Source: an optimization exercise on an open RTL-to-GDS flow (aim: small area). Production flows keep margins and buffers that such runs may drop.
Where RTL was checked, it was by simulation tests only, not by an equivalence proof against the original.
The RTL of runs 4 and 6 was laid out without a check of its function.
Power and IR drop assume default switching activity.

`design/flow/design.v`:
```
module riscv_core (
    input clk,
    input reset,
    output [31:0] imem_addr,
    input  [31:0] imem_rdata,
    output [31:0] dmem_addr,
    output [31:0] dmem_wdata,
    output [1:0]  dmem_size,
    output        dmem_we,
    input  [31:0] dmem_rdata
);
    reg  [1:0]  ph;       
    reg  [1:0]  pass;     
    reg         clr;      
    reg  [29:0] pc;       
    reg  [31:0] T;        
    reg  [31:0] A;        
    reg         c;        
    reg         z;        
    reg         flag;     
    reg  [31:0] rf [1:31];
    wire [31:0] ins = imem_rdata;
    wire [2:0]  f3  = ins[14:12];
    wire c_lui   = ~ins[6] &  ins[4] &  ins[2] &  ins[5];
    wire c_auipc = ~ins[6] &  ins[4] &  ins[2] & ~ins[5];
    wire c_jal   =  ins[6] &  ins[3];
    wire c_jalr  =  ins[6] & ~ins[3] &  ins[2];
    wire c_br    =  ins[6] & ~ins[2];
    wire c_ld    = ~ins[6] & ~ins[4] & ~ins[5];
    wire c_st    = ~ins[6] & ~ins[4] &  ins[5];
    wire c_opi   = ~ins[6] &  ins[4] & ~ins[2] & ~ins[5];
    wire c_op    = ~ins[6] &  ins[4] & ~ins[2] &  ins[5];
    wire c_alu   = c_opi | c_op;
    wire k_sh    = f3[1:0] == 2'b01;
    wire k_slt   = f3[2:1] == 2'b01;
    reg [31:0] imm;
    always @* begin
        if (c_lui | c_auipc)      imm = {ins[31:12], 12'b0};
        else if (c_jal)           imm = {{12{ins[31]}}, ins[19:12], ins[20], ins[30:21], 1'b0};
        else if (c_br)            imm = {{20{ins[31]}}, ins[7], ins[30:25], ins[11:8], 1'b0};
        else if (c_st)            imm = {{21{ins[31]}}, ins[30:25], ins[11:7]};
        else                      imm = {{21{ins[31]}}, ins[30:20]};
    end
    reg [7:0] imm_b, pc_b, t_b;
    always @* begin
        case (ph)
            2'd0: imm_b = imm[7:0];
            2'd1: imm_b = imm[15:8];
            2'd2: imm_b = imm[23:16];
            default: imm_b = imm[31:24];
        endcase
        case (ph)
            2'd0: pc_b = {pc[5:0], 2'b00};
            2'd1: pc_b = pc[13:6];
            2'd2: pc_b = pc[21:14];
            default: pc_b = pc[29:22];
        endcase
    end
    reg       rs2sel, rzero, opa_pc, inv, ashift, tload, wen, last, fcap;
    reg [1:0] opb;        
    reg [1:0] wsel;       
    always @* begin
        rs2sel = 1'b0; rzero = 1'b0; opa_pc = 1'b0; inv = 1'b0; ashift = 1'b0;
        tload = 1'b0; wen = 1'b0; last = 1'b0; fcap = 1'b0; opb = 2'd0; wsel = 2'd0;
        if (c_lui) begin
            rzero = 1'b1; wen = 1'b1; last = 1'b1;
        end else if (c_auipc) begin
            opa_pc = 1'b1; wen = 1'b1; last = 1'b1;
        end else if (c_jal | c_jalr) begin
            if (pass == 2'd0) begin
                opa_pc = c_jal; ashift = 1'b1;
            end else begin
                opa_pc = 1'b1; opb = 2'd2; wen = 1'b1; last = 1'b1;
            end
        end else if (c_br) begin
            if (pass == 2'd0) begin
                rs2sel = 1'b1; tload = 1'b1; opa_pc = 1'b1; ashift = 1'b1;
            end else begin
                opb = 2'd1; inv = 1'b1; last = 1'b1;
            end
        end else if (c_ld) begin
            if (pass == 2'd0) ashift = 1'b1;
            else begin wsel = 2'd2; wen = 1'b1; last = 1'b1; end
        end else if (c_st) begin
            if (pass == 2'd0) ashift = 1'b1;
            else begin rs2sel = 1'b1; tload = 1'b1; last = 1'b1; end
        end else if (c_opi) begin
            if (k_sh) begin
                if (pass == 2'd0) tload = 1'b1;
                else begin wsel = 2'd1; wen = 1'b1; last = 1'b1; end
            end else if (k_slt) begin
                if (pass == 2'd0) begin inv = 1'b1; fcap = 1'b1; end
                else begin wsel = 2'd3; wen = 1'b1; last = 1'b1; end
            end else begin
                wen = 1'b1; last = 1'b1;
            end
        end else begin  
            if (k_sh) begin
                if (pass == 2'd0) begin rs2sel = 1'b1; opb = 2'd3; ashift = 1'b1; end
                else if (pass == 2'd1) tload = 1'b1;
                else begin wsel = 2'd1; wen = 1'b1; last = 1'b1; end
            end else if (k_slt) begin
                if (pass == 2'd0) begin rs2sel = 1'b1; tload = 1'b1; end
                else if (pass == 2'd1) begin opb = 2'd1; inv = 1'b1; fcap = 1'b1; end
                else begin wsel = 2'd3; wen = 1'b1; last = 1'b1; end
            end else begin
                if (pass == 2'd0) begin rs2sel = 1'b1; tload = 1'b1; end
                else begin opb = 2'd1; inv = ~f3[2] & ins[30]; wen = 1'b1; last = 1'b1; end
            end
        end
    end
    wire [4:0] rsel = rzero ? 5'd0 : rs2sel ? ins[24:20] : ins[19:15];
    reg  [7:0] port;
    integer j;
    always @* begin
        port = 8'd0;
        for (j = 1; j < 32; j = j + 1)
            if (rsel == j) port = rf[j][7:0];
    end
    wire [7:0] opa  = opa_pc ? pc_b : port;
    wire [7:0] opbv = (opb == 2'd0) ? imm_b :
                      (opb == 2'd1) ? T[7:0] :
                      {5'b0, (opb == 2'd2) & (ph == 2'd0), 2'b00};
    wire       cin  = (ph == 2'd0) ? inv : c;
    wire [8:0] sum9 = {1'b0, opa} + {1'b0, opbv ^ {8{inv}}} + {8'b0, cin};
    wire [7:0] sum  = sum9[7:0];
    wire       co   = sum9[8];
    wire       logic_op = c_alu & f3[2];
    wire [7:0] alu_out = ~logic_op ? sum :
                         (f3[1:0] == 2'b00) ? (opa ^ opbv) :
                         (f3[1:0] == 2'b10) ? (opa | opbv) : (opa & opbv);
    wire uns = c_br ? f3[1] : f3[0];
    wire lt  = (uns | (opa[7] == opbv[7])) ? ~co : opa[7];
    wire eq  = z & (sum == 8'd0);
    wire taken = f3[2] ? (lt ^ f3[0]) : (eq ^ f3[0]);
    wire [4:0] shamt = c_op ? A[4:0] : ins[24:20];
    wire       right = f3[2];
    wire       left  = ~right & (shamt != 5'd0);
    wire [4:0] m     = left ? (5'd0 - shamt) : shamt;    
    wire [1:0] q     = m[4:3];
    wire [2:0] r     = m[2:0];
    wire [1:0] q1    = q + 2'd1;
    wire [7:0] lo_t  = T[q*8 +: 8];
    wire [7:0] hi_t  = T[q1*8 +: 8];
    wire [1:0] sidx  = 2'd3 - ph;
    wire       sign  = T[sidx*8 + 7];
    wire [2:0] kq    = {1'b0, ph} + {1'b0, q};
    wire       lo_wr = kq >= 3'd4;
    wire       hi_wr = kq >= 3'd3;
    wire [7:0] fill  = {8{right & ins[30] & sign}};
    wire [7:0] lo_b  = (lo_wr ^ left) ? fill : lo_t;
    wire [7:0] hi_b  = (hi_wr ^ left) ? fill : hi_t;
    wire [15:0] win  = {hi_b, lo_b} >> r;
    wire [7:0] sh_out = win[7:0];
    reg [7:0] ld_raw;
    always @* begin
        case (ph)
            2'd0: ld_raw = dmem_rdata[7:0];
            2'd1: ld_raw = dmem_rdata[15:8];
            2'd2: ld_raw = dmem_rdata[23:16];
            default: ld_raw = dmem_rdata[31:24];
        endcase
    end
    wire ld_in  = (ph == 2'd0) | f3[1] | (f3[0] & (ph == 2'd1));
    wire ld_sgn = ~f3[2] & (f3[0] ? dmem_rdata[15] : dmem_rdata[7]);
    wire [7:0] ld_b = ld_in ? ld_raw : {8{ld_sgn}};
    reg [7:0] wd;
    always @* begin
        case (wsel)
            2'd0: wd = alu_out;
            2'd1: wd = sh_out;
            2'd2: wd = ld_b;
            default: wd = {7'b0, flag & (ph == 2'd0)};
        endcase
        if (clr) wd = 8'd0;
    end
    wire [4:0] rd = ins[11:7];
    wire       rf_we = wen & ~clr;
    always @(posedge clk or posedge reset) begin
        if (reset) begin
            ph <= 2'd0;
            pass <= 2'd0;
            clr <= 1'b1;
            pc <= 30'd0;
        end else begin
            ph <= ph + 2'd1;
            if (ph == 2'd3) begin
                if (clr) clr <= 1'b0;
                else if (last) begin
                    pass <= 2'd0;
                    pc <= (c_jal | c_jalr | (c_br & taken)) ? A[31:2] : pc + 30'd1;
                end else
                    pass <= pass + 2'd1;
            end
        end
    end
    integer i;
    always @(posedge clk) begin
        c <= co;
        z <= ((ph == 2'd0) | z) & (sum == 8'd0);
        if (fcap & (ph == 2'd3)) flag <= lt;
        if (ashift) A <= {sum, A[31:8]};
        T <= {tload ? port : T[7:0], T[31:8]};
        for (i = 1; i < 32; i = i + 1)
            rf[i] <= {(clr | (rf_we & (rd == i))) ? wd : rf[i][7:0], rf[i][31:8]};
    end
    assign imem_addr  = {pc, 2'b00};
    assign dmem_addr  = A;
    assign dmem_wdata = {port, T[31:8]};
    assign dmem_size  = f3[1:0];
    assign dmem_we    = c_st & (pass == 2'd1) & (ph == 2'd3);
endmodule
```
`design/flow/run.sh`:
```
#!/bin/bash
# synth_recipe.tcl (not shown) runs the flow's synth.tcl, then flattens the netlist and writes it again
# the make line also repeats each setting of config.mk as NAME=value (left out here)
make -C /OpenROAD-flow-scripts/flow DESIGN_CONFIG=/design/flow/config.mk WORK_HOME=/design/flow/orfs CLKGATE_MAP_FILE= SYNTH_SCRIPT=/design/flow/synth_recipe.tcl finish
```
`design/flow/config.mk`:
```
export PLATFORM = sky130hd
export DESIGN_NAME = riscv_core
export DESIGN_NICKNAME = riscv_core
export VERILOG_FILES = /design/flow/design.v
export SDC_FILE = /design/flow/constraint.sdc
export NUM_CORES = 4
export LEC_CHECK = 0
export ABC_AREA = 1
export CAP_MARGIN = 20
export CORE_MARGIN = 2
export CORE_UTILIZATION = 30
export SLEW_MARGIN = 20
```
`design/flow/constraint.sdc`:
```
create_clock -name core_clock -period 18.0 [get_ports {clk}]
set_input_delay 3.6000 -clock core_clock [delete_from_list [all_inputs] [get_ports {clk}]]
set_output_delay 3.6000 -clock core_clock [all_outputs]
set_load 0.01 [all_outputs]
```
==> results of run 1 <==
## report_power, final
part	switching, mW	total (mW)	internal (mW)	leakage (nW)
logic	1.21	1.74	0.538	5.86
registers	0.290	3.41	3.12	9.16
clock network	0.903	2.17	1.27	1.69
## cell usage after synthesis, types with 4 or more instances
cell          n  area share [%]
buf_1        10            0.11
mux2_2       14            0.47
nand3_1     192             2.9
ha_1         34             1.3
nor2_4        5            0.17
o211ai_1     12            0.27
nand3_2       4            0.12
clkbuf_1     79            0.89
edfxtp_1     33             3.0
inv_2        20            0.22
nand2_1     748             8.4
a22o_1        5            0.13
o21ai_1      39            0.58
o22ai_1      25            0.47
clkinv_1      4           0.045
a211oi_1      7            0.16
a22oi_1       5            0.11
nand3_4       7            0.37
nor4_1        5           0.094
nand4_1      38            0.71
o2111ai_1     6            0.16
nand2_2      10            0.19
dfxtp_1    1026              61
xor2_1       29            0.76
o221ai_1     13            0.34
buf_4        31            0.70
xnor2_1      11            0.29
nor2_2        9            0.17
dfrtp_1      34             2.5
inv_1       280             3.1
a31oi_1       8            0.15
o21ai_0     313             4.7
nor2_1      135             1.5
a21oi_1     110             1.6
nor3_1       13            0.19
or2_2         6            0.11
buf_2        11            0.16
## per-stage QoR
stage,worst slack (ns),utilization [%],cell area (um2)
2_1_floorplan,8.07,-,33400
3_3_place_gp,4.08,33.0,36500
3_5_place_dp,4.02,33.0,36500
4_1_cts,4.41,36.2,40000
5_1_grt,3.65,36.2,40000
6_report,4.42,36.2,40000
## cells by family after synthesis
logic type / count (synthesis) / share of synthesized area, %
AO/OA/AOI/OAI: 566 / 9.33
XOR/XNOR: 40 / 1.05
adder cells (fa/ha/maj): 37 / 1.45
buffers and inverters: 436 / 5.30
flip-flops: 1094 / 67.1
multiplexers: 14 / 0.472
other: 1 / 0.0112
AND/OR/NAND/NOR: 1185 / 15.3
## final cells by class
type | count | share of cell area, %
inverters | 305 | 2.88
repair buffers | 191 | 4.59
clock buffers | 146 | 7.46
clock inverters | 32 | 1.16
well taps | 1488 | 4.66
flip-flops and latches | 1094 | 56.1
multi-input cells | 1844 | 23.2
## layer usage
layer	vias to the layer above	part of all wire, %	routed length, um	track usage (%)
met4	6	3.7	3260	6.40
met2	572	44	38400	23.8
met3	173	5.2	4520	2.47
met1	10589	47	40800	20.1
met5	-	0.041	36	0
li1	11238	-	-	-
## state kept, by name, summed over array words and instances, names as in the netlist
| register | flops |
|---|---|
| A | 32 |
| T | 32 |
| c | 1 |
| clr | 1 |
| flag | 1 |
| pass | 2 |
| pc | 30 |
| ph | 2 |
| rf | 992 |
| z | 1 |
## path summary, 6_finish.rpt
path,slack [ns],cells past startpoint,start,end
worst max register to register,7.71,46,pass[0],pc[12]
worst min register to register,0.29,0,rf[28][19],rf[28][11]
min in group asynchronous,3.37,3,reset,pc[7]
worst min-delay path,0.29,0,rf[28][19],rf[28][11]
max in group asynchronous,14.22,3,reset,pass[0]
worst max-delay path,4.42,29,imem_rdata[6],dmem_wdata[30]
==> summary.txt, run 1 <==
Route
  • Routed WL per cell: 17.1 um
  • Initial DRC Count: 1623
  • Router iterations before antenna repair: 5
  • Vias/cell: approximately 4.4
  • DRC: 0
  • Total routed wirelength: 87000 um
  • Vias: 22578
  • Antenna-violating nets left: 0

Setup path
  • Crit start category: primary input
  • WP data required: approximately 14 ns
  • Endpoint class of the critical path: output pin
  • Most frequent CP cell: nand3_1
  • Worst path arrival time: ~10 ns
  • CP max FO: 39
  • Delay-heaviest family, CP: simple AND/OR/NAND/NOR gates
  • Max stage delay on crit path: ~0.64 ns
  • Slowest CP cell: clkdlybuf4s50_1
  • Setup CP Type: in2out
  • Worst path bufs/invs: 3

Timing
  • Fin crit period: between 10 and 15 ns
  • RSZ-0062 raised after global routing: no
  • Final Cycle Share: between 70% and 80%
  • F_max: 73.6 MHz
  • Final setup viols: 0
  • Clock Skew: between 0.04 and 0.05 ns
  • Slew Viols, Final: 0
  • Post-Route Setup TNS: 0 ns
  • Slew at the pin with the worst max-slew slack: around 1.1 ns
  • WHS: ~0.29 ns
  • Rel. slew slack: roughly a quarter
  • Final hold vios: 0

Clock network
  • CTS H-tree depth: 3
  • Clock-pin slew on the worst setup and hold paths: ~0.060 ns
  • CTS Hold Buffers Added: 0
  • Clock Sink Count: between 1000 and 1500
  • Root buffer cell: clkbuf_16
  • Worst-Skew Late Latency: 0.67 ns
  • Post-CTS Resized: 0
  • CTS buffer count: 98
  • Maximum clock path buffer count: 3
  • CTS tree: built
  • Post-CTS setup buffer count: 0

Synthesis
  • Synth async-reset ratio: between 3 and 4%
  • Synth Cell Area: around 33000 um2
  • Synthesized instance count: 3373
  • Top FF cell, synth: dfxtp_1
  • Distinct cells, synth: 66
  • Yosys warning count: 2
  • Post-synth EDFFs: 33
  • Avg Cell Area, Syn: 9.90 um2
  • Seq/Total Area, Yosys: ~67%
  • Register bit total from synthesis: 1094

Pwr
  • P_leak: around 17 nW
  • Worst VDD drop: approximately 170 uV
  • P per Cell Area: 183 nW/um2
  • Design Power: approximately 7.3 mW

Placement
  • Post-DP HPWL: ~60000 um
  • Gpl congestion: slightly above 0.9
  • PortBufs: 160
  • Placed cells: 4922

Die
  • I/O pins: 165
  • DIE HEIGHT: about 340 um
  • Die area: approximately 110000 um2
  • Initial Util: a little under a third
  • Core outline area: 111000 um2
  • Die W: 338 um
  • # rows: between 100 and 150

GRT
  • Largest net degree at the start of global routing: 54
  • Global-route wire length before repair: about 130000 um
  • Vias in the first global route: ~22000
  • Antenna violations before repair: 3
  • Total gr overflow: 0
  • Total GRT Usage: approximately 15%

Layout
  • Multi-input gate area: 9260 um2
  • # fillers: about 11000
  • Syn-to-layout area delta: 19.6%
  • Commonest non-fill, non-tap cell in the layout: dfxtp_1
  • Proportion of layout cells with a drive suffix above 1: under 10%
  • # nets final: roughly 3600
  • Non-filler cells, final: 5100
  • Most frequent cells in the layout: dfxtp_1 (1026), nand2_1 (748), o21ai_0 (312)
  • ANT cells: 0
  • Register area: approximately 22000 um2

Run
  • Max cap viols: 0

Status
  • Status: no timing/DRC/antenna violations

Min path
  • Worst min path class: reg2reg
==> run 2, diff against run 1 <==
--- a/design/flow/config.mk
+++ b/design/flow/config.mk
@@ -8,5 +8,8 @@
 export ABC_AREA = 1
 export CAP_MARGIN = 20
 export CORE_MARGIN = 2
-export CORE_UTILIZATION = 30
+export CORE_UTILIZATION = 55
+export CTS_BUF_LIST = sky130_fd_sc_hd__clkbuf_4 sky130_fd_sc_hd__clkbuf_8
+export CTS_CLUSTER_DIAMETER = 60
+export CTS_CLUSTER_SIZE = 20
 export SLEW_MARGIN = 20
==> run 2 against run 1 <==
  * Count of clock-buffer cells in the layout shrank 74
  * Critical path depth shrank 3
  * First-iteration DRC count grew 10%
  * Largest power group unchanged
  * Die area shrank 45%
  * Fmax grew 1.3%
  * Global-route usage grew 12 points
  * Via count grew 1.5%
  * Highest routed layer unchanged
  * Core utilization grew 25 points
  * Sequential cell count is the same
==> summary.txt, run 2 <==
Status
  • Status: no timing/DRC/antenna violations

Synthesis
  • Avg Cell Area, Syn: 9.90 um2 (unchanged)
  • Synth area leaders: dfxtp_1 (61%), nand2_1 (8.4%), o21ai_0 (4.7%)
  • Top FF cell, synth: dfxtp_1
  • Seq/Total Area, Yosys: 67.1% (unchanged)
  • Post-synth EDFFs: 33 (unchanged)
  • Synth async-reset ratio: 3.20% (unchanged)
  • Most common cell in the netlist: dfxtp_1
  • Synth Cell Area: 33400 um2 (unchanged)
  • Distinct cells, synth: 66 (unchanged)
  • Yosys top cell by area: dfxtp_1
  • Commonest cells post-synth: dfxtp_1 (1026), nand2_1 (748), o21ai_0 (313)
  • Register bit total from synthesis: 1094 (unchanged)
  • Synthesized instance count: 3373 (unchanged)
  • Yosys warning count: 2 (unchanged)
  • Post-synth top area share: 61.5% (unchanged)

Route
  • DRC: 0 (unchanged)
  • Router iterations before antenna repair: 5 (unchanged)
  • Vias: 22913 (+1.5%)
  • Total routed wirelength: 86200 um (-0.95%)
  • Initial DRC Count: 1786 (+10%)
  • Antenna-violating nets left: 0 (unchanged)
  • Routed WL per cell: 20.0 um (+17%)
  • Vias/cell: 5.32 (+20%)

Layout
  • Biggest regs: rf: 992 flops, A: 32 flops, T: 32 flops
  • Commonest non-fill, non-tap cell in the layout: dfxtp_1
  • Proportion of layout cells with a drive suffix above 1: 6.01% (-1.7 points)
  • Most flop-heavy register: rf
  • Final core occ: 61.2% (+25 points)
  • Non-filler cells, final: 4310 (-15%)
  • Largest register FFs: 992 (unchanged)
  • Syn-to-layout area delta: 10.3%
  • Most frequent cells in the layout: dfxtp_1 (1026), nand2_1 (747), o21ai_0 (312)
  • # nets final: 3609 (-0.77%)

Pwr
  • Sw Ratio: 36.0% (+3.3 points)
  • Pint: 4.05 mW (-18%)
  • Clock share of power: 18.1% (-12 points)
  • P_leak: 15.7 nW (-6.3%)
  • Logic gate share of total power: 28.1% (+4.3 points)
  • Sw Pwr: 2.28 mW (-4.9%)
  • Worst VDD drop: 163 uV (-4.2%)
  • P per Cell Area: 172 nW/um2 (-6.2%)
  • Seq pwr share: 53.8% (+7.3 points)

Timing
  • Final worst slack: 4.59 ns (+0.177 ns)
  • Final hold vios: 0 (unchanged)
  • Clock Skew: 0.0457 ns (+0.00203 ns)
  • WHS: 0.300 ns (+0.00998 ns)
  • Rel. slew slack: 29.1% (+3.1 points)
  • Final setup viols: 0 (unchanged)
  • Fin crit period: 13.41 ns (-0.177 ns)
  • Post-Route Setup TNS: 0 ns (unchanged)
  • Final Cycle Share: 74.5% (-0.98 points)
  • Slew at the pin with the worst max-slew slack: 1.06 ns (-0.0477 ns)
  • Slew Viols, Final: 0 (unchanged)
  • RSZ-0062 raised after global routing: no
  • F_max: 74.6 MHz (+1.3%)

GRT
  • Largest net degree at the start of global routing: 57 (+5.6%)
  • Antenna violations before repair: 4 (+1)
  • Total gr overflow: 0 (unchanged)
  • Global-route wire length before repair: 132000 um (+0.48%)
  • Vias in the first global route: 22117 (+2.1%)
  • Total GRT Usage: 27.4% (+12 points)

Placement
  • Post-DP HPWL: 61800 um (+1.1%)
  • DP Worst Slack: 4.20 ns (+0.176 ns)
  • PortBufs: 160 (unchanged)
  • Gpl congestion: 0.934 (+1.4%)
  • Placed cells: 4216 (-14%)

Clock network
  • Maximum clock path buffer count: 3 (unchanged)
  • Post-CTS Resized: 0 (unchanged)
  • CTS tree: built
  • Clock Sink Count: 1094 (unchanged)
  • CTS Hold Buffers Added: 0 (unchanged)
  • CTS buffer count: 70 (-29%)
  • Worst-Skew Late Latency: 0.70 ns (+0.03 ns)
  • CTS H-tree depth: 3 (unchanged)
  • Clock-pin slew on the worst setup and hold paths: 0.11 ns (+0.05 ns)
  • Post-CTS setup buffer count: 0 (unchanged)
  • Root buffer cell: clkbuf_8

Setup path
  • Worst r2r src: pass[0]
  • Endpoint class of the critical path: output pin
  • Worst path bufs/invs: 5 (+2)
  • Worst path arrival time: 9.81 ns (-0.17 ns)
  • Max stage delay on crit path: 0.66 ns (+0.02 ns)
  • WP data required: 14.40 ns (about the same)
  • Crit start category: primary input
  • RR Endpoint: pc[18]
  • Worst-case reg-to-reg path depth: 46 (unchanged)
  • Delay-heaviest family, CP: simple AND/OR/NAND/NOR gates
  • Reg2Reg Setup Slack: 7.76 ns (+0.05 ns)
  • Slowest CP cell: o211ai_4
  • CP max FO: 39 (unchanged)
  • Setup CP Type: in2out

Run
  • Max cap viols: 0 (unchanged)

Die
  • Core outline area: 60200 um2 (-45%)
  • Initial Util: 55.4% (+25 points)
  • # rows: 90 (-26%)
  • I/O pins: 165 (unchanged)
  • Die area: 62700 um2 (-45%)
  • Die W: 250 um (-26%)
  • DIE HEIGHT: 250 um (-26%)

Min path
  • Hold path start: rf[31][26]
  • Worst min path class: reg2reg
  • WHS Endpoint: rf[31][18]
  • Depth of the worst hold-timing path: 0 (unchanged)
## run 2: cell type report
cell class / instances / area [um2]
fillers: 5149 / 23400
flip-flops and latches: 1094 / 22400
multi-input cells: 1844 / 9260
clock buffers: 72 / 978
inverters: 305 / 1150
diodes: 3 / 7.51
clock inverters: 19 / 238
well taps: 782 / 978
repair buffers: 191 / 1830
## run 2: power groups by stage
| stage | registers (mW) | clock network, mW | logic, mW |
|---|---|---|---|
| 2_1_floorplan | 3.36 | 0 | 0.909 |
| 3_3_place_gp | 3.42 | 0 | 1.76 |
| 3_5_place_dp | 3.45 | 0 | 1.77 |
| 4_1_cts | 3.40 | 1.18 | 1.78 |
| 5_1_grt | 3.47 | 1.27 | 1.92 |
| 6_report | 3.40 | 1.15 | 1.78 |
## run 2: metrics by stage
stage | instance area, um2 | total power, mW
global placement | 35600 | 5.18
finish | 36900 | 6.33
global route | 36900 | 6.66
floorplan | 33400 | 4.27
CTS | 36800 | 6.37
detailed placement | 35600 | 5.22
## run 2: worst reg2reg max path: cells and delay by family, from the launching register on
kind,cells,cell delay (ns)
buffers and inverters,5,0.75
AND/OR/NAND/NOR,29,5.97
flip-flops,1,0.42
XOR/XNOR,1,0.16
adder cells (fa/ha/maj),2,0.71
AO/OA/AOI/OAI,9,2.14
## run 2: per-layer routing
metal  part of all wire (%)  routed length [um]  GRT usage [%]  vias to the layer above
li1                       -                   -              -                    11111
met3                    6.1                5220           4.92                      129
met5                  0.026                  22              0                        -
met1                     47               40900           39.8                    10995
met4                    2.3                1970           7.34                        4
met2                     44               38100           42.3                      674
## run 2: worst max-delay path by stage
stage | startpoint | to | cells past startpoint
6_report | imem_rdata[2] | dmem_wdata[26] | 26
3_3_place_gp | imem_rdata[2] | pc[16] | 45
4_1_cts | imem_rdata[2] | dmem_wdata[26] | 26
5_1_grt | imem_rdata[2] | pc[2] | 45
3_5_place_dp | imem_rdata[2] | pc[10] | 45
2_1_floorplan | imem_rdata[6] | dmem_wdata[26] | 26
## run 2: logic make-up after synthesis
family	after synthesis	synth area share (%)
simple gates	1185	15.3
flops	1094	67.1
fa+ha+maj	37	1.45
other cells	1	0.0112
mux	14	0.472
compound gates	566	9.33
buf+inv	436	5.30
xor+xnor	40	1.05
==> run 3, diff against run 2 <==
==> design/flow/flow/run.sh (new file) <==
#!/bin/bash
# The standard layout, with plain buf_1 cells as the port buffers.
set -euo pipefail
bash standard.sh "BUFFER_PORTS_ARGS=-buffer_cell sky130_fd_sc_hd__buf_1" finish > standard_flow.log 2>&1
==> design/flow/standard.sh (new file) <==
#!/bin/bash
# synth_recipe.tcl (not shown) runs the flow's synth.tcl, then flattens the netlist and writes it again
# the make line also repeats each setting of config.mk as NAME=value (left out here)
make -C /OpenROAD-flow-scripts/flow DESIGN_CONFIG=/design/flow/config.mk WORK_HOME=/design/flow/orfs CLKGATE_MAP_FILE= SYNTH_SCRIPT=/design/flow/synth_recipe.tcl "${@:-finish}"
removed: design/flow/run.sh
==> run 3 against run 2 <==
  * Still clean
  * Synthesized cell count stayed put
  * Area after synthesis stayed put
  * Combinational power is 7% lower
  * Hold slack better by 0.019 ns
  * Core utilization is 1.6 points lower
  * Die area stayed put
  * Critical path type is now in2reg
  * Largest cell class unchanged
  * Highest routed layer unchanged
==> summary.txt, run 3 <==
Status
  • Status: no timing/DRC/antenna violations

Synthesis
  • Yosys warning count: 2 (unchanged)
  • Post-synth top area share: 61.5% (unchanged)
  • Synthesized instance count: 3373 (unchanged)
  • Most common cell in the netlist: dfxtp_1
  • Distinct cells, synth: 66 (unchanged)
  • Post-synth EDFFs: 33 (unchanged)
  • Avg Cell Area, Syn: 9.90 um2 (unchanged)
  • Top FF cell, synth: dfxtp_1
  • Seq/Total Area, Yosys: 67.1% (unchanged)
  • Yosys top cell by area: dfxtp_1
  • Register bit total from synthesis: 1094 (unchanged)
  • Synth async-reset ratio: 3.20% (unchanged)
  • Synth area leaders: dfxtp_1 (61%), nand2_1 (8.4%), o21ai_0 (4.7%)
  • Synth Cell Area: 33400 um2 (unchanged)
  • Commonest cells post-synth: dfxtp_1 (1026), nand2_1 (748), o21ai_0 (313)

GRT
  • Vias in the first global route: 21975 (-0.64%)
  • Total gr overflow: 0 (unchanged)
  • Routing usage on met3: 5.79% (+0.87 points)
  • Global-route wire length before repair: 130000 um (-1.2%)
  • Antenna violations before repair: 10 (+6)
  • GR Util met1: 38.7% (-1.1 points)
  • Largest net degree at the start of global routing: 67 (+18%)
  • GR Layer Usage met2: 41.0% (-1.2 points)
  • Global route hottest layer: met2
  • Total GRT Usage: 27.2% (-0.23 points)

Die
  • Die area: 62700 um2 (unchanged)
  • Initial Util: 55.4% (unchanged)
  • I/O pins: 165 (unchanged)
  • # rows: 90 (unchanged)
  • Die W: 250 um (unchanged)
  • DIE HEIGHT: 250 um (unchanged)
  • Core outline area: 60200 um2 (unchanged)

Pwr
  • Worst VDD drop: 125 uV (-23%)
  • P per Cell Area: 172 nW/um2 (+0.37%)
  • P_leak: 15.2 nW (-2.6%)
  • Design Power: 6.19 mW (-2.3%)

Route
  • Antenna-violating nets left: 0 (unchanged)
  • Routed WL per cell: 19.8 um (-0.82%)
  • DRC: 0 (unchanged)
  • Initial DRC Count: 1863 (+4.3%)
  • Vias/cell: 5.29 (-0.43%)
  • Router iterations before antenna repair: 6 (+1)
  • Total routed wirelength: 85700 um (-0.56%)
  • Vias: 22873 (-0.17%)

Placement
  • DP Worst Slack: 4.55 ns (+0.360 ns)
  • Placed cells: 4223 (+0.17%)
  • Post-DP HPWL: 61100 um (-1.2%)
  • Dpl cell area: 34700 um2 (-2.7%)
  • Gpl congestion: 0.945 (+1.2%)
  • PortBufs: 160 (unchanged)

Layout
  • Proportion of layout cells with a drive suffix above 1: 6.15% (+0.13 points)
  • Final core occ: 59.6% (-1.6 points)
  • Commonest non-fill, non-tap cell in the layout: dfxtp_1
  • Final instance area: 35900 um2 (-2.6%)
  • Most flop-heavy register: rf
  • Non-filler cells, final: 4321 (+0.26%)
  • Biggest regs: rf: 992 flops, A: 32 flops, T: 32 flops
  • Syn-to-layout area delta: 7.42%
  • # nets final: 3615 (+0.17%)
  • Largest register FFs: 992 (unchanged)
  • Most frequent cells in the layout: dfxtp_1 (1026), nand2_1 (747), o21ai_0 (312)

Setup path
  • CP max FO: 31 (-21%)
  • Most frequent CP cell: nand2_1
  • WP data required: 18.59 ns (+4.19 ns)
  • Crit start category: primary input
  • Endpoint class of the critical path: flop
  • Setup CP Type: in2reg
  • Worst path bufs/invs: 3 (-2)
  • Slowest CP cell: nand2_2
  • Delay-heaviest family, CP: simple AND/OR/NAND/NOR gates
  • Max stage delay on crit path: 0.79 ns (+0.13 ns)
  • Worst path arrival time: 13.43 ns (+3.62 ns)

Timing
  • Final hold vios: 0 (unchanged)
  • Final Cycle Share: 71.4% (-3.1 points)
  • Final setup viols: 0 (unchanged)
  • Post-Route Setup TNS: 0 ns (unchanged)
  • Clock Skew: 0.0370 ns (-0.00869 ns)
  • F_max: 77.8 MHz (+4.3%)
  • Rel. slew slack: 29.4% (+0.38 points)
  • Slew at the pin with the worst max-slew slack: 1.06 ns (-0.00290 ns)
  • Slew Viols, Final: 0 (unchanged)
  • Final worst slack: 5.15 ns (+0.557 ns)
  • Fin crit period: 12.85 ns (-0.557 ns)
  • RSZ-0062 raised after global routing: no
  • WHS: 0.319 ns (+0.0194 ns)

Clock network
  • Post-CTS Resized: 0 (unchanged)
  • Clock-pin slew on the worst setup and hold paths: 0.12 ns (about the same)
  • CTS H-tree depth: 3 (unchanged)
  • Post-CTS setup buffer count: 0 (unchanged)
  • Maximum clock path buffer count: 3 (unchanged)
  • Root buffer cell: clkbuf_8
  • Worst-Skew Late Latency: 0.71 ns (about the same)
  • CTS tree: built
  • CTS Hold Buffers Added: 0 (unchanged)
  • CTS buffer count: 69 (-1.4%)
  • Clock Sink Count: 1094 (unchanged)

Min path
  • Worst min path class: reg2reg

Run
  • Max cap viols: 0 (unchanged)
[run 3: cell count changes in the layout (fill, tap and decap cells not counted)]
cell,delta
buf_1,+160
clkdlybuf4s50_1,-160
buf_4,+7
diode_2,+5
inv_6,+4
inv_16,-3
a21oi_1,+1
a21oi_2,-1
clkinv_2,-1
clkinv_4,-1
inv_4,-1
inv_8,+1
[run 3: final cells by class]
type                    count  area, um2
diodes                      8       20.0
clock buffers              72        978
clock inverters            18        204
fillers                  5296      24400
inverters                 305       1150
multi-input cells        1844       9260
flip-flops and latches   1094      22400
well taps                 782        978
repair buffers            198        886
[run 3: logic make-up after synthesis]
logic type | share of synthesized area, %
AO/OA/AOI/OAI | 9.33
XOR/XNOR | 1.05
adder cells (fa/ha/maj) | 1.45
buffers and inverters | 5.30
flip-flops | 67.1
multiplexers | 0.472
other | 0.0112
AND/OR/NAND/NOR | 15.3
[run 3: where the power goes]
| group | internal (mW) | switching (mW) | total, mW |
|---|---|---|---|
| clock network | 0.394 | 0.738 | 1.13 |
| registers | 3.11 | 0.287 | 3.40 |
| logic | 0.417 | 1.24 | 1.66 |
[run 3: routing by layer]
layer | up-vias | routed length, um
met5 | - | 38
met4 | 6 | 2840
met3 | 166 | 5920
met2 | 722 | 37000
met1 | 10841 | 39900
li1 | 11138 | -
[run 3: worst paths after layout]
path                                  end          start  slack, ns  cells past startpoint
worst max register to register     pc[12]        pass[0]       7.81                     46
min in group asynchronous          pc[16]          reset       3.00                      3
worst max-delay path               pc[12]  imem_rdata[6]       5.15                     43
worst min register to register  rf[26][9]     rf[26][17]       0.32                      0
worst min-delay path            rf[26][9]     rf[26][17]       0.32                      0
max in group asynchronous             clr          reset      14.64                      3
==> run 4, diff against run 3 <==
--- a/design/flow/design.v
+++ b/design/flow/design.v
@@ -1,3 +1,19 @@
+module rf_wbit (input we, input we_n, input q, input wd, output d);
+    assign d = ~((we | q) & (we_n | wd));
+endmodule
+module rf_aoi3 (input [2:0] s, input [2:0] d, output y);
+    assign y = ~|(s & d);
+endmodule
+module rf_rbit (input [30:0] sel, input [30:0] d, output o);
+    wire [32:0] s = {2'b00, sel};
+    wire [32:0] x = {2'b00, d};
+    wire [10:0] y;
+    genvar g;
+    generate for (g = 0; g < 11; g = g + 1) begin : g_a
+        rf_aoi3 u (.s(s[3*g +: 3]), .d(x[3*g +: 3]), .y(y[g]));
+    end endgenerate
+    assign o = ~&y;
+endmodule
 module riscv_core (
     input clk,
     input reset,
@@ -19,6 +35,7 @@
     reg         z;        
     reg         flag;     
     reg  [31:0] rf [1:31];
+    reg         sp;       
     wire [31:0] ins = imem_rdata;
     wire [2:0]  f3  = ins[14:12];
     wire c_lui   = ~ins[6] &  ins[4] &  ins[2] &  ins[5];
@@ -110,13 +127,22 @@
         end
     end
     wire [4:0] rsel = rzero ? 5'd0 : rs2sel ? ins[24:20] : ins[19:15];
-    reg  [7:0] port;
-    integer j;
-    always @* begin
-        port = 8'd0;
-        for (j = 1; j < 32; j = j + 1)
-            if (rsel == j) port = rf[j][7:0];
-    end
+    wire [30:0] rsel_h;
+    wire [7:0]  port_raw;
+    genvar gr, gb;
+    generate
+        for (gr = 1; gr < 32; gr = gr + 1) begin : g_rsel
+            assign rsel_h[gr-1] = rsel == gr;
+        end
+        for (gb = 0; gb < 8; gb = gb + 1) begin : g_rport
+            wire [30:0] col;
+            for (gr = 1; gr < 32; gr = gr + 1) begin : g_c
+                assign col[gr-1] = rf[gr][gb];
+            end
+            rf_rbit u_r (.sel(rsel_h), .d(col), .o(port_raw[gb]));
+        end
+    endgenerate
+    wire [7:0] port = port_raw ^ {8{sp & (rsel != 5'd0)}};
     wire [7:0] opa  = opa_pc ? pc_b : port;
     wire [7:0] opbv = (opb == 2'd0) ? imm_b :
                       (opb == 2'd1) ? T[7:0] :
@@ -174,35 +200,52 @@
         endcase
         if (clr) wd = 8'd0;
     end
+    wire [7:0] wdx = wd ^ {8{sp}};
     wire [4:0] rd = ins[11:7];
+    wire [30:0] pcy; wire [29:0] pc_inc;
+    assign pcy[0] = 1'b1;
+    genvar gi;
+    generate for (gi = 0; gi < 30; gi = gi + 1) begin : g_inc
+        assign pc_inc[gi] = pc[gi] ^ pcy[gi];
+        assign pcy[gi+1] = pc[gi] & pcy[gi];
+    end endgenerate
     wire       rf_we = wen & ~clr;
+    generate
+        for (gr = 1; gr < 32; gr = gr + 1) begin : g_rf
+            wire       we = clr | (rf_we & (rd == gr));
+            wire [7:0] top;
+            for (gb = 0; gb < 8; gb = gb + 1) begin : g_w
+                rf_wbit u_w (.we(we), .we_n(~we), .q(rf[gr][gb]), .wd(wdx[gb]), .d(top[gb]));
+            end
+            always @(posedge clk) rf[gr] <= {top, rf[gr][31:8]};
+        end
+    endgenerate
     always @(posedge clk or posedge reset) begin
         if (reset) begin
             ph <= 2'd0;
             pass <= 2'd0;
             clr <= 1'b1;
             pc <= 30'd0;
+            sp <= 1'b0;
         end else begin
             ph <= ph + 2'd1;
+            if (ph == 2'd3) sp <= ~sp;
             if (ph == 2'd3) begin
                 if (clr) clr <= 1'b0;
                 else if (last) begin
                     pass <= 2'd0;
-                    pc <= (c_jal | c_jalr | (c_br & taken)) ? A[31:2] : pc + 30'd1;
+                    pc <= (c_jal | c_jalr | (c_br & taken)) ? A[31:2] : pc_inc;
                 end else
                     pass <= pass + 2'd1;
             end
         end
     end
-    integer i;
     always @(posedge clk) begin
         c <= co;
         z <= ((ph == 2'd0) | z) & (sum == 8'd0);
         if (fcap & (ph == 2'd3)) flag <= lt;
         if (ashift) A <= {sum, A[31:8]};
         T <= {tload ? port : T[7:0], T[31:8]};
-        for (i = 1; i < 32; i = i + 1)
-            rf[i] <= {(clr | (rf_we & (rd == i))) ? wd : rf[i][7:0], rf[i][31:8]};
     end
     assign imem_addr  = {pc, 2'b00};
     assign dmem_addr  = A;
--- a/design/flow/config.mk
+++ b/design/flow/config.mk
@@ -5,7 +5,7 @@
 export SDC_FILE = /design/flow/constraint.sdc
 export NUM_CORES = 4
 export LEC_CHECK = 0
-export ABC_AREA = 1
+export ABC_AREA = 0
 export CAP_MARGIN = 20
 export CORE_MARGIN = 2
 export CORE_UTILIZATION = 55
@@ -13,3 +13,4 @@
 export CTS_CLUSTER_DIAMETER = 60
 export CTS_CLUSTER_SIZE = 20
 export SLEW_MARGIN = 20
+export SYNTH_HIERARCHICAL = 1
==> run 4 against run 3 <==
  * Critical path depth shrank 29
  * Register-to-register slack improved by 1.0 ns
  * First-iteration DRC count shrank 4.7%
  * Wire length fell by 9.0%
  * Global-route usage decreased by 1.3 points
  * Total power down 0.83%
  * Core utilization up 0.23 points
==> summary.txt, run 4 <==
Status
  • Status: no timing/DRC/antenna violations

Layout
  • Commonest non-fill, non-tap cell in the layout: dfxtp_1
  • Most flop-heavy register: rf
  • Largest register FFs: 992 (unchanged)
  • Most frequent cells in the layout: dfxtp_1 (1026), o22ai_1 (254), buf_1 (160)
  • Proportion of layout cells with a drive suffix above 1: 6.99% (+0.85 points)
  • Syn-to-layout area delta: 8.19%
  • # nets final: 2786 (-23%)
  • # fillers: 4828 (-8.8%)
  • Biggest regs: rf: 992 flops, A: 32 flops, T: 32 flops
  • Final core occ: 59.8% (+0.23 points)

Synthesis
  • Synth async-reset ratio: 3.29% (+0.088 points)
  • Synth Cell Area: 31700 um2 (-5.1%)
  • Register bit total from synthesis: 1095 (+0.091%)
  • Synth area leaders: dfxtp_1 (65%), o22ai_1 (5.0%), a222oi_1 (3.2%)
  • Synthesized instance count: 2465 (-27%)
  • Top FF cell, synth: dfxtp_1
  • Commonest cells post-synth: dfxtp_1 (1026), o22ai_1 (254), nor2_1 (127)
  • Seq/Total Area, Yosys: 70.8% (+3.7 points)
  • Post-synth top area share: 64.8% (+3.3 points)
  • Yosys top cell by area: dfxtp_1
  • Yosys warning count: 9 (+7)
  • Post-synth EDFFs: 33 (unchanged)
  • Distinct cells, synth: 90 (+36%)
  • Most common cell in the netlist: dfxtp_1
  • Avg Cell Area, Syn: 12.9 um2 (+30%)

Timing
  • RSZ-0062 raised after global routing: no
  • Final setup viols: 0 (unchanged)
  • Slew Viols, Final: 0 (unchanged)
  • F_max: 81.7 MHz (+5.0%)
  • Rel. slew slack: 24.8% (-4.7 points)
  • Slew at the pin with the worst max-slew slack: 1.13 ns (+0.0710 ns)
  • Clock Skew: 0.0625 ns (+0.0254 ns)
  • Final Cycle Share: 68.0% (-3.4 points)
  • Post-Route Setup TNS: 0 ns (unchanged)
  • Fin crit period: 12.24 ns (-0.606 ns)
  • Final hold vios: 0 (unchanged)

Setup path
  • Worst r2r src: pass[0]
  • CP max FO: 20 (-35%)
  • Crit start category: primary input
  • Max stage delay on crit path: 0.74 ns (-0.05 ns)
  • WP data required: 14.40 ns (-4.19 ns)
  • Slowest CP cell: o21ai_0
  • Worst setup startpoint: imem_rdata[2]
  • Most frequent CP cell: nor2_1
  • Worst path arrival time: 8.64 ns (-4.79 ns)
  • Worst path bufs/invs: 3 (unchanged)
  • Critical path cell sequence: buf_1, buf_4, nor2_1, and3_1, nor2_1, and3_1, o21ai_0, or2_2, nor2_1, a222oi_1, nand4_1, or3_1, xnor2_1, buf_1
  • Endpoint class of the critical path: output pin
  • Delay-heaviest family, CP: simple AND/OR/NAND/NOR gates
  • Setup CP Type: in2out

Clock network
  • CTS Hold Buffers Added: 0 (unchanged)
  • CTS H-tree depth: 3 (unchanged)
  • Maximum clock path buffer count: 3 (unchanged)
  • Post-CTS setup buffer count: 0 (unchanged)
  • Worst-Skew Late Latency: 0.69 ns (-0.02 ns)
  • CTS tree: built
  • Post-CTS Resized: 0 (unchanged)
  • Clock Sink Count: 1095 (+0.091%)
  • Clock-pin slew on the worst setup and hold paths: 0.11 ns (about the same)
  • CTS buffer count: 69 (unchanged)
  • Root buffer cell: clkbuf_8

Route
  • Antenna-violating nets left: 0 (unchanged)
  • Total routed wirelength: 78000 um (-9.0%)
  • Routed WL per cell: 22.7 um (+14%)
  • Vias/cell: 5.73 (+8.2%)
  • Initial DRC Count: 1776 (-4.7%)
  • Router iterations before antenna repair: 6 (unchanged)
  • Vias: 19717 (-14%)
  • DRC: 0 (unchanged)

Die
  • DIE HEIGHT: 244 um (-2.5%)
  • Die area: 59600 um2 (-5.0%)
  • Initial Util: 55.3% (-0.18 points)
  • I/O pins: 165 (unchanged)
  • Core outline area: 57400 um2 (-4.8%)
  • # rows: 88 (-2.2%)
  • Die W: 244 um (-2.5%)

Run
  • Max cap viols: 0 (unchanged)

Min path
  • Hold path start: rf[27][11]
  • Worst min path class: reg2reg

Placement
  • Gpl congestion: 0.952 (+0.66%)
  • Post-DP HPWL: 53900 um (-12%)
  • PortBufs: 160 (unchanged)

GRT
  • Total GRT Usage: 25.9% (-1.3 points)
  • Largest net degree at the start of global routing: 59 (-12%)
  • Antenna violations before repair: 2 (-8)
  • Global-route wire length before repair: 117000 um (-10%)
  • Total gr overflow: 0 (unchanged)
  • Vias in the first global route: 19465 (-11%)

Pwr
  • P_leak: 13.6 nW (-11%)
  • P per Cell Area: 179 nW/um2 (+3.7%)
  • Worst VDD drop: 227 uV (+81%)
==> run 4: cell count changes in the layout (fill, tap and decap cells not counted), moves of 37 or more <==
cell | previous run | this run
a222oi_1 | 0 | 102
inv_1 | 280 | 68
mux2i_1 | 0 | 79
nand2_1 | 747 | 75
nand3_1 | 192 | 29
o21ai_0 | 312 | 52
o21ai_1 | 39 | 2
o22ai_1 | 25 | 254
==> run 4: path summary, 6_finish.rpt <==
path,depth (start not counted),slack (ns),end
max,14,5.76,dmem_wdata[24]
min,0,0.30,rf[27][3]
max in group asynchronous,3,14.55,pc[16]
max reg2reg,26,8.81,rf[1][31]
min in group asynchronous,3,3.02,pc[28]
min reg2reg,0,0.30,rf[27][3]
==> run 4: final cells by class <==
type / instances / area (um2) / area share, %
diodes: 2 / 5.00 / 0.0146
clock buffers: 74 / 993 / 2.90
clock inverters: 15 / 173 / 0.503
inverters: 69 / 259 / 0.755
multi-input cells: 1231 / 8650 / 25.2
flip-flops and latches: 1095 / 22400 / 65.4
well taps: 765 / 957 / 2.79
repair buffers: 191 / 833 / 2.43
==> run 4: cells by family after synthesis <==
logic type,Yosys count,share of synthesized area (%)
compound gates,629,14.1
xor+xnor,33,0.935
fa+ha+maj,63,2.53
buf+inv,164,2.41
flops,1095,70.8
mux,97,3.28
other cells,9,0.107
simple gates,375,5.92
==> run 4: per-layer routing <==
layer / GRT usage (%) / share of wire (%) / up-vias
li1: - / - / 9350
met1: 35.1 / 45 / 9597
met2: 41.3 / 45 / 612
met3: 4.17 / 5.5 / 158
met4: 11.2 / 4.3 / 0
met5: 0 / 0 / -
==> run 4: worst register-to-register path: cells and delay by family (launching register included) <==
family	cells	cell delay, ns
AND/OR/NAND/NOR	8	2.17
XOR/XNOR	3	1.07
AO/OA/AOI/OAI	11	3.86
adder cells (fa/ha/maj)	2	0.94
flip-flops	1	0.41
buffers and inverters	2	0.60
==> run 4: modules after synthesis (local to each module, per instance) <==
module      copies in the design  cells inside
rf_wbit                      248             1
rf_rbit                        8             5
rf_aoi3                       88             1
riscv_core                     1          2089
==> run 4: stage by stage <==
stage | hold slack, ns | power [mW] | instances | worst slack, ns | area (um2)
after floorplan | 0.310 | 4.32 | 2490 | 7.08 | 31800
after global placement | 0.310 | 5.02 | 3351 | 5.97 | 33100
after CTS | 0.301 | 6.17 | 3440 | 5.94 | 34300
final | 0.304 | 6.14 | 3442 | 5.76 | 34300
after detailed placement | 0.312 | 5.07 | 3351 | 5.97 | 33100
after global routing | 0.306 | 6.43 | 3441 | 5.67 | 34300
==> run 4: where the power goes <==
part	leakage (nW)	internal [mW]	switching, mW
Combinational	3.68	0.524	1.10
Sequential	9.35	3.11	0.294
Clock	0.601	0.394	0.716
Total	13.6	4.03	2.11
==> run 5, diff against run 4 <==
--- a/design/flow/design.v
+++ b/design/flow/design.v
@@ -13,6 +13,10 @@
         rf_aoi3 u (.s(s[3*g +: 3]), .d(x[3*g +: 3]), .y(y[g]));
     end endgenerate
     assign o = ~&y;
+endmodule
+module pc_bit (input pc, input cy, input jump, input a, output d, output cy_out);
+    assign d = jump ? a : pc ^ cy;
+    assign cy_out = pc & cy;
 endmodule
 module riscv_core (
     input clk,
@@ -202,12 +206,13 @@
     end
     wire [7:0] wdx = wd ^ {8{sp}};
     wire [4:0] rd = ins[11:7];
-    wire [30:0] pcy; wire [29:0] pc_inc;
-    assign pcy[0] = 1'b1;
+    wire       pc_end  = (ph == 2'd3) & ~clr & last;
+    wire       pc_jump = pc_end & (c_jal | c_jalr | (c_br & taken));
+    wire [30:0] pcy; wire [29:0] pc_nx;
+    assign pcy[0] = pc_end & ~pc_jump;
     genvar gi;
     generate for (gi = 0; gi < 30; gi = gi + 1) begin : g_inc
-        assign pc_inc[gi] = pc[gi] ^ pcy[gi];
-        assign pcy[gi+1] = pc[gi] & pcy[gi];
+        pc_bit u_pc (.pc(pc[gi]), .cy(pcy[gi]), .jump(pc_jump), .a(A[gi+2]), .d(pc_nx[gi]), .cy_out(pcy[gi+1]));
     end endgenerate
     wire       rf_we = wen & ~clr;
     generate
@@ -222,20 +227,25 @@
     endgenerate
     always @(posedge clk or posedge reset) begin
         if (reset) begin
+            pc <= 30'd0;
+        end else begin
+            pc <= pc_nx;
+        end
+    end
+    always @(posedge clk or posedge reset) begin
+        if (reset) begin
             ph <= 2'd0;
             pass <= 2'd0;
             clr <= 1'b1;
-            pc <= 30'd0;
             sp <= 1'b0;
         end else begin
             ph <= ph + 2'd1;
             if (ph == 2'd3) sp <= ~sp;
             if (ph == 2'd3) begin
                 if (clr) clr <= 1'b0;
-                else if (last) begin
+                else if (last)
                     pass <= 2'd0;
-                    pc <= (c_jal | c_jalr | (c_br & taken)) ? A[31:2] : pc_inc;
-                end else
+                else
                     pass <= pass + 2'd1;
             end
         end
==> run 5 against run 4 <==
  * Sequential power down 1%
  * Critical path type is now in2reg
  * Largest power group unchanged
  * Highest routed layer unchanged
  * Die area down 0.85%
  * Synthesized cell count down 2.9%
  * Sequential cell count unchanged
  * Core utilization up 0.72 points
  * Cell count down 1.7%
  * Non-clock buffer count up 12
  * Still clean on timing, DRC and antenna
  * Sequential share of layout area up 0.22 points
==> summary.txt, run 5 <==
Setup path
  • WP data required: 18.59 ns (+4.19 ns)
  • Setup CP Type: in2reg
  • Slowest CP cell: a222oi_1
  • CP max FO: 14 (-30%)
  • Endpoint class of the critical path: flop
  • Worst path arrival time: 16.78 ns (+8.14 ns)
  • Max stage delay on crit path: 0.60 ns (-0.14 ns)
  • Most frequent CP cell: ha_1
  • Crit start category: primary input

Timing
  • Post-Route Setup TNS: 0 ns (unchanged)
  • F_max: 61.8 MHz (-24%)
  • Clock Skew: 0.0484 ns (-0.0141 ns)
  • RSZ-0062 raised after global routing: no
  • Final worst slack: 1.81 ns (-3.95 ns)
  • Slew Viols, Final: 0 (unchanged)
  • Rel. slew slack: 27.1% (+2.3 points)
  • Final hold vios: 0 (unchanged)
  • Final setup viols: 0 (unchanged)
  • Fin crit period: 16.19 ns (+3.95 ns)
  • Slew at the pin with the worst max-slew slack: 1.09 ns (-0.0350 ns)
  • WHS: 0.319 ns (+0.0143 ns)
  • Final Cycle Share: 90.0% (+22 points)

Synthesis
  • Seq/Total Area, Yosys: 71.4% (+0.62 points)
  • Post-synth EDFFs: 33 (unchanged)
  • Most common cell in the netlist: dfxtp_1
  • Synth area leaders: dfxtp_1 (65%), o22ai_1 (5.0%), a222oi_1 (3.2%)
  • Synthesized instance count: 2393 (-2.9%)
  • Synth Cell Area: 31400 um2 (-0.86%)
  • Yosys warning count: 9 (unchanged)
  • Commonest cells post-synth: dfxtp_1 (1026), o22ai_1 (251), a222oi_1 (102)
  • Distinct cells, synth: 85 (-5.6%)
  • Post-synth top area share: 65.4% (+0.56 points)
  • Avg Cell Area, Syn: 13.1 um2 (+2.1%)
  • Yosys top cell by area: dfxtp_1
  • Register bit total from synthesis: 1095 (unchanged)
  • Synth async-reset ratio: 3.29% (unchanged)
  • Top FF cell, synth: dfxtp_1

Die
  • DIE HEIGHT: 243 um (-0.43%)
  • Core outline area: 56500 um2 (-1.5%)
  • Initial Util: 55.6% (+0.37 points)
  • Die area: 59100 um2 (-0.85%)
  • I/O pins: 165 (unchanged)
  • Die W: 243 um (-0.43%)
  • # rows: 87 (-1.1%)

Pwr
  • Sw Ratio: 33.2% (-1.1 points)
  • Pint: 3.97 mW (-1.6%)
  • Clock share of power: 18.8% (+0.7 points)
  • P_leak: 13.6 nW (about the same)
  • Seq pwr share: 56.6% (+1.1 points)
  • P per Cell Area: 174 nW/um2 (-2.9%)
  • Worst VDD drop: 219 uV (-3.4%)
  • Sw Pwr: 1.97 mW (-6.2%)
  • Logic gate share of total power: 24.6% (-1.8 points)

Placement
  • DP Worst Slack: 1.24 ns (-4.73 ns)
  • Post-DP HPWL: 54400 um (+0.79%)
  • Gpl congestion: 0.974 (+2.3%)
  • Dpl cell area: 33000 um2 (-0.34%)
  • PortBufs: 160 (unchanged)

Layout
  • Biggest regs: rf: 992 flops, A: 32 flops, T: 32 flops
  • Most flop-heavy register: rf
  • Most frequent cells in the layout: dfxtp_1 (1026), o22ai_1 (251), buf_1 (160)
  • Final instance area: 34200 um2 (-0.33%)
  • Largest register FFs: 992 (unchanged)
  • # nets final: 2739 (-1.7%)
  • Final core occ: 60.5% (+0.72 points)
  • Proportion of layout cells with a drive suffix above 1: 8.27% (+1.3 points)
  • Commonest non-fill, non-tap cell in the layout: dfxtp_1
  • Syn-to-layout area delta: 8.77%

Run
  • Max cap viols: 0 (unchanged)

Clock network
  • Post-CTS setup buffer count: 0 (unchanged)
  • Worst-Skew Late Latency: 0.71 ns (+0.02 ns)
  • Post-CTS Resized: 0 (unchanged)
  • CTS buffer count: 69 (unchanged)
  • Clock-pin slew on the worst setup and hold paths: 0.11 ns (about the same)
  • Clock Sink Count: 1095 (unchanged)
  • Root buffer cell: clkbuf_8
  • CTS Hold Buffers Added: 0 (unchanged)
  • CTS H-tree depth: 3 (unchanged)
  • CTS tree: built
  • Maximum clock path buffer count: 3 (unchanged)

GRT
  • Total gr overflow: 0 (unchanged)
  • Antenna violations before repair: 1 (-1)
  • Global-route wire length before repair: 115000 um (-1.5%)
  • Largest net degree at the start of global routing: 39 (-34%)
  • Vias in the first global route: 18597 (-4.5%)
  • Total GRT Usage: 25.8% (-0.079 points)

Route
  • Routed WL per cell: 23.0 um (+1.4%)
  • Router iterations before antenna repair: 7 (+1)
  • Antenna-violating nets left: 0 (unchanged)
  • DRC: 0 (unchanged)
  • Vias: 19505 (-1.1%)
  • Vias/cell: 5.77 (+0.68%)
  • Initial DRC Count: 2006 (+13%)
  • Total routed wirelength: 77800 um (-0.33%)

Min path
  • Worst min path class: reg2reg

Status
  • Status: no timing/DRC/antenna violations
-- run 5: cells by family (layout without fill, tap and decap cells) --
family	after synthesis	in the layout	synth area share [%]
flops	1095	1095	71.4
compound gates	631	631	14.3
simple gates	319	319	5.01
buf+inv	155	361	2.25
mux	84	84	3.29
fa+ha+maj	65	65	2.64
xor+xnor	35	35	0.999
other cells	9	36	0.107
-- run 5: per-stage QoR --
| stage | instances | power, mW |
|---|---|---|
| final | 3382 | 5.94 |
| after global routing | 3381 | 6.21 |
| after CTS | 3380 | 5.97 |
| after detailed placement | 3293 | 4.86 |
| after global placement | 3293 | 4.82 |
| after floorplan | 2418 | 4.17 |
-- run 5: worst paths after layout --
kind                                     from        end  slack (ns)  cells past startpoint
worst min register to register      rf[7][18]  rf[7][10]        0.32                      0
max in group asynchronous               reset      pc[8]       14.59                      3
min in group asynchronous               reset     pc[29]        3.01                      3
worst max-delay path            imem_rdata[2]     pc[29]        1.81                     55
worst min-delay path                rf[7][18]  rf[7][10]        0.32                      0
worst max register to register        pass[1]     pc[29]        4.16                     56
-- run 5: power by group through the flow --
stage                     sequential (mW)  combinational [mW]  clock [mW]
after CTS                            3.37                1.45        1.15
after detailed placement             3.42                1.45           0
after global routing                 3.42                1.55        1.24
after global placement               3.39                1.43           0
after floorplan                      3.33               0.840           0
final                                3.36                1.46        1.12
-- run 5: layer usage --
| metal | wire (um) | track usage (%) |
|---|---|---|
| met5 | 0 | 0 |
| met4 | 3100 | 10.8 |
| met3 | 4580 | 4.21 |
| met2 | 35000 | 40.6 |
| met1 | 35000 | 35.6 |
-- run 5: layout make-up --
class,count,area [um2]
antenna,2,5.00
clock buffer,71,965
clock inverter,16,204
fill,4614,22300
inverter,71,267
multi-input combinational,1168,8450
sequential,1095,22400
tap,756,946
timing repair buffer,203,923
-- run 5: modules after synthesis, one instance, submodules excluded --
module | cells inside | cell area [um2] | flops+latches | times used
rf_wbit | 1 | 6.26 | 0 | 248
pc_bit | 2 | 27.5 | 0 | 30
rf_rbit | 5 | 27.5 | 0 | 8
rf_aoi3 | 1 | 10.0 | 0 | 88
riscv_core | 1957 | 28000 | 1095 | 1
-- run 5: worst max-delay path: cells and delay by family --
family / cells / cell delay [ns]
and+or+nand+nor: 9 / 2.58
xor gates and xnor gates: 3 / 0.61
buffers and inverters: 1 / 0.52
AOI/OAI and AO/OA: 9 / 2.67
adders and majority gates: 31 / 6.40
muxes: 2 / 0.40
==> run 6, diff against run 5 <==
--- a/design/flow/design.v
+++ b/design/flow/design.v
@@ -5,14 +5,20 @@
     assign y = ~|(s & d);
 endmodule
 module rf_rbit (input [30:0] sel, input [30:0] d, output o);
-    wire [32:0] s = {2'b00, sel};
-    wire [32:0] x = {2'b00, d};
     wire [10:0] y;
     genvar g;
-    generate for (g = 0; g < 11; g = g + 1) begin : g_a
-        rf_aoi3 u (.s(s[3*g +: 3]), .d(x[3*g +: 3]), .y(y[g]));
-    end endgenerate
+    generate for (g = 0; g < 10; g = g + 1) begin : g_a
+        rf_aoi3 u (.s(sel[3*g +: 3]), .d(d[3*g +: 3]), .y(y[g]));
+    end endgenerate
+    assign y[10] = ~(sel[30] & d[30]);
     assign o = ~&y;
+endmodule
+module fa_bit (input a, input b, input ci, output s, output co);
+    assign s  = a ^ b ^ ci;
+    assign co = (a & b) | (ci & (a ^ b));
+endmodule
+module sel4_bit (input [3:0] s, input [3:0] d, output y);
+    assign y = |(s & d);
 endmodule
 module pc_bit (input pc, input cy, input jump, input a, output d, output cy_out);
     assign d = jump ? a : pc ^ cy;
@@ -152,9 +158,15 @@
                       (opb == 2'd1) ? T[7:0] :
                       {5'b0, (opb == 2'd2) & (ph == 2'd0), 2'b00};
     wire       cin  = (ph == 2'd0) ? inv : c;
-    wire [8:0] sum9 = {1'b0, opa} + {1'b0, opbv ^ {8{inv}}} + {8'b0, cin};
-    wire [7:0] sum  = sum9[7:0];
-    wire       co   = sum9[8];
+    wire [7:0] opbx = opbv ^ {8{inv}};
+    wire [8:0] acy;
+    wire [7:0] sum;
+    assign acy[0] = cin;
+    genvar ga;
+    generate for (ga = 0; ga < 8; ga = ga + 1) begin : g_add
+        fa_bit u_fa (.a(opa[ga]), .b(opbx[ga]), .ci(acy[ga]), .s(sum[ga]), .co(acy[ga+1]));
+    end endgenerate
+    wire       co   = acy[8];
     wire       logic_op = c_alu & f3[2];
     wire [7:0] alu_out = ~logic_op ? sum :
                          (f3[1:0] == 2'b00) ? (opa ^ opbv) :
@@ -169,9 +181,12 @@
     wire [4:0] m     = left ? (5'd0 - shamt) : shamt;    
     wire [1:0] q     = m[4:3];
     wire [2:0] r     = m[2:0];
-    wire [1:0] q1    = q + 2'd1;
-    wire [7:0] lo_t  = T[q*8 +: 8];
-    wire [7:0] hi_t  = T[q1*8 +: 8];
+    wire [3:0] qh    = {q == 2'd3, q == 2'd2, q == 2'd1, q == 2'd0};
+    wire [7:0] lo_t, hi_t;
+    generate for (ga = 0; ga < 8; ga = ga + 1) begin : g_tap
+        sel4_bit u_lo (.s(qh), .d({T[24+ga], T[16+ga], T[8+ga], T[ga]}), .y(lo_t[ga]));
+        sel4_bit u_hi (.s(qh), .d({T[ga], T[24+ga], T[16+ga], T[8+ga]}), .y(hi_t[ga]));
+    end endgenerate
     wire [1:0] sidx  = 2'd3 - ph;
     wire       sign  = T[sidx*8 + 7];
     wire [2:0] kq    = {1'b0, ph} + {1'b0, q};
==> design/flow/flow/run.sh (replaced) <==
#!/bin/bash
# The standard layout, with plain buf_1 cells as the port buffers and a clock tree
# built without dummy loads.
set -euo pipefail
bash standard.sh "BUFFER_PORTS_ARGS=-buffer_cell sky130_fd_sc_hd__buf_1" \
  "CTS_ARGS=-sink_clustering_enable -repair_clock_nets -sink_clustering_size 20 -sink_clustering_max_diameter 60 -buf_list {sky130_fd_sc_hd__clkbuf_4 sky130_fd_sc_hd__clkbuf_8} -dont_use_dummy_load" \
  finish > standard_flow.log 2>&1
--- a/design/flow/config.mk
+++ b/design/flow/config.mk
@@ -8,7 +8,7 @@
 export ABC_AREA = 0
 export CAP_MARGIN = 20
 export CORE_MARGIN = 2
-export CORE_UTILIZATION = 55
+export CORE_UTILIZATION = 50
 export CTS_BUF_LIST = sky130_fd_sc_hd__clkbuf_4 sky130_fd_sc_hd__clkbuf_8
 export CTS_CLUSTER_DIAMETER = 60
 export CTS_CLUSTER_SIZE = 20
==> run 6 against run 5 <==
  * Area after synthesis about the same
  * Sequential power about the same
  * Still clean on timing, DRC and antenna
  * Register-to-register slack worse by 1.5 ns
  * Sequential share of layout area up 0.40 points
  * Largest power group unchanged
  * Global-route usage down 1.9 points
==> summary.txt, run 6 <==
Timing
  • F_max: 57.4 MHz (-7.0%)
  • Final setup viols: 0 (unchanged)
  • Slew Viols, Final: 0 (unchanged)
  • Slew at the pin with the worst max-slew slack: 1.08 ns (-0.0123 ns)
  • Final hold vios: 0 (unchanged)
  • Clock Skew: 0.117 ns (+0.0688 ns)
  • Final Cycle Share: 96.8% (+6.8 points)

Setup path
  • WP data required: 18.54 ns (-0.05 ns)
  • Most frequent CP cell: ha_1
  • Critical path depth: 58 (+5.5%)
  • Worst setup startpoint: imem_rdata[6]
  • CP Capture Point: pc[29]
  • Max stage delay on crit path: 0.61 ns (about the same)
  • Worst path arrival time: 17.95 ns (+1.17 ns)
  • CP max FO: 11 (-3)
  • Endpoint class of the critical path: flop
  • Delay-heaviest family, CP: adder cells
  • RR Endpoint: pc[29]
  • Worst r2r src: pass[0]
  • Worst-case reg-to-reg path depth: 59 (+5.4%)

Clock network
  • Clock-pin slew on the worst setup and hold paths: 0.11 ns (about the same)
  • Clock Sink Count: 1095 (unchanged)
  • Maximum clock path buffer count: 3 (unchanged)
  • CTS tree: built
  • CTS Hold Buffers Added: 0 (unchanged)
  • Worst-Skew Late Latency: 0.70 ns (about the same)
  • CTS buffer count: 69 (unchanged)

Status
  • Status: no timing/DRC/antenna violations

Placement
  • PortBufs: 160 (unchanged)
  • Placed cells: 3323 (+0.91%)
  • DP Worst Slack: 0.0200 ns (-1.22 ns)
  • Dpl cell area: 33000 um2 (unchanged)
  • Gpl congestion: 0.932 (-4.3%)

Pwr
  • Sw Ratio: 32.3% (-0.90 points)
  • P_leak: 13.5 nW (-1.2%)
  • Worst VDD drop: 137 uV (-38%)
  • Sw Pwr: 1.86 mW (-5.9%)
  • Seq pwr share: 58.3% (+1.7 points)

Die
  • I/O pins: 165 (unchanged)
  • Die W: 255 um (+4.8%)
  • DIE HEIGHT: 255 um (+4.8%)
  • Core outline area: 61900 um2 (+9.6%)
  • Initial Util: 50.7% (-4.9 points)
  • # rows: 91 (+4.6%)

Synthesis
  • Synth Cell Area: 31400 um2 (about the same)
  • Synth Area in Simple Gates: 5.78% (+0.77 points)
  • Most common cell in the netlist: dfxtp_1
  • Yosys top cell by area: dfxtp_1
  • Synth Area in XOR/XNOR: 0.641% (-0.36 points)
  • Seq/Total Area, Yosys: 71.4% (about the same)
  • Synth Area in Compound Gates: 14.8% (+0.43 points)
  • Post-synth top area share: 65.4% (about the same)
  • Synth area leaders: dfxtp_1 (65%), o22ai_1 (5.0%), edfxtp_1 (3.2%)
  • Distinct cells, synth: 95 (+12%)
  • Avg Cell Area, Syn: 13.3 um2 (+1.1%)
  • Synthesized instance count: 2366 (-1.1%)

Layout
  • Proportion of layout cells with a drive suffix above 1: 8.49% (+0.22 points)
  • Biggest regs: rf: 992 flops, A: 32 flops, T: 32 flops
  • Final core occ: 54.9% (-5.7 points)
  • Final instance area: 34000 um2 (-0.60%)
  • Commonest non-fill, non-tap cell in the layout: dfxtp_1
  • # nets final: 2677 (-2.3%)
  • Most frequent cells in the layout: dfxtp_1 (1026), o22ai_1 (250), buf_1 (160)

Min path
  • Worst min path class: reg2reg

Run
  • Max cap viols: 0 (unchanged)

Route
  • Routed WL per cell: 23.3 um (+1.2%)
  • Router iterations before antenna repair: 6 (-1)
  • Total routed wirelength: 79000 um (+1.5%)
  • Vias/cell: 5.75 (-0.34%)

GRT
  • Antenna violations before repair: 4 (+3)
  • Total gr overflow: 0 (unchanged)
-- run 6: power by group through the flow --
stage                     registers (mW)  logic (mW)  clock network, mW
after floorplan                     3.32       0.767                  0
after CTS                           3.35        1.37               1.06
after detailed placement            3.40        1.36                  0
after global routing                3.41        1.45               1.14
after global placement              3.38        1.35                  0
final                               3.35        1.37               1.03
-- run 6: routing by layer --
layer / up-vias / track usage (%) / routed length, um
met4: 6 / 9.79 / 2990
met5: - / 0 / 32
met3: 149 / 4.13 / 5190
met1: 9539 / 33.0 / 35300
met2: 688 / 37.7 / 35500
li1: 9131 / - / -
-- run 6: worst min path at each step --
stage                 endpoint  slack (ns)  cells after the start
floorplan            rf[10][0]        0.31                      0
global placement     rf[1][12]        0.31                      0
detailed placement    rf[4][1]        0.31                      0
CTS                  rf[29][5]        0.29                      0
global route         rf[29][5]        0.29                      0
finish              rf[29][15]        0.29                      0
-- run 6: layout make-up --
cell class | count | area (um2)
fill | 5262 | 28000
sequential | 1095 | 22400
multi-input combinational | 1138 | 8400
tap | 837 | 1050
timing repair buffer | 212 | 991
clock buffer | 69 | 950
inverter | 42 | 158
antenna | 2 | 5.00
-- run 6: Yosys stat by module, one instance, submodules excluded --
module	cells	copies in the design	flops+latches
riscv_core	1893	1	1095
rf_wbit	1	248	0
sel4_bit	3	15	0
fa_bit	1	8	0
rf_aoi3	1	80	0
pc_bit	2	30	0
rf_rbit	4	8	0
-- run 6: cell families (layout without fill, tap and decap cells) --
| family | Yosys count | after routing |
|---|---|---|
| flops | 1095 | 1095 |
| other cells | 1 | 4 |
| xor+xnor | 23 | 23 |
| compound gates | 641 | 641 |
| mux | 75 | 75 |
| fa+ha+maj | 53 | 53 |
| simple gates | 344 | 344 |
| buf+inv | 134 | 323 |
-- run 6: stage by stage --
step | hold WS [ns] | power, mW
final | 0.292 | 5.74
after global placement | 0.310 | 4.73
after CTS | 0.293 | 5.78
after global routing | 0.292 | 6.00
after floorplan | 0.310 | 4.08
after detailed placement | 0.312 | 4.77

==> separate check: timing with driven ports <==
Ports are ideal in the flow. The routed layouts listed here were re-timed in OpenROAD. Step 1: set_driving_cell puts a clkbuf_16 on clk and a buf_2 on each other input, an assumption about the parent block. Step 2, shift: input delay + t, output delay - t, t = (earliest + latest rising clock arrival at the registers) / 2. This alone moves slack from input paths to output paths. Slacks: no drivers / after step 1 / after step 2; pairs: no drivers / after step 1.
| run | t (ns) | setup WS [ns] |
|---|---|---|
| run 1 | 0.716 | 4.418 / 4.395 / 3.903 |
| run 2 | 0.739 | 4.595 / 4.572 / 4.048 |
| run 3 | 0.752 | 5.151 / 5.182 / 4.430 |
| run 4 | 0.717 | 5.757 / 5.732 / 5.732 |
| run 5 | 0.742 | 1.806 / 1.779 / 1.037 |
| run 6 | 0.692 | 0.584 / 0.578 / -0.113 |
With both steps, setup timing fails in run 6, where it was met with ideal ports.
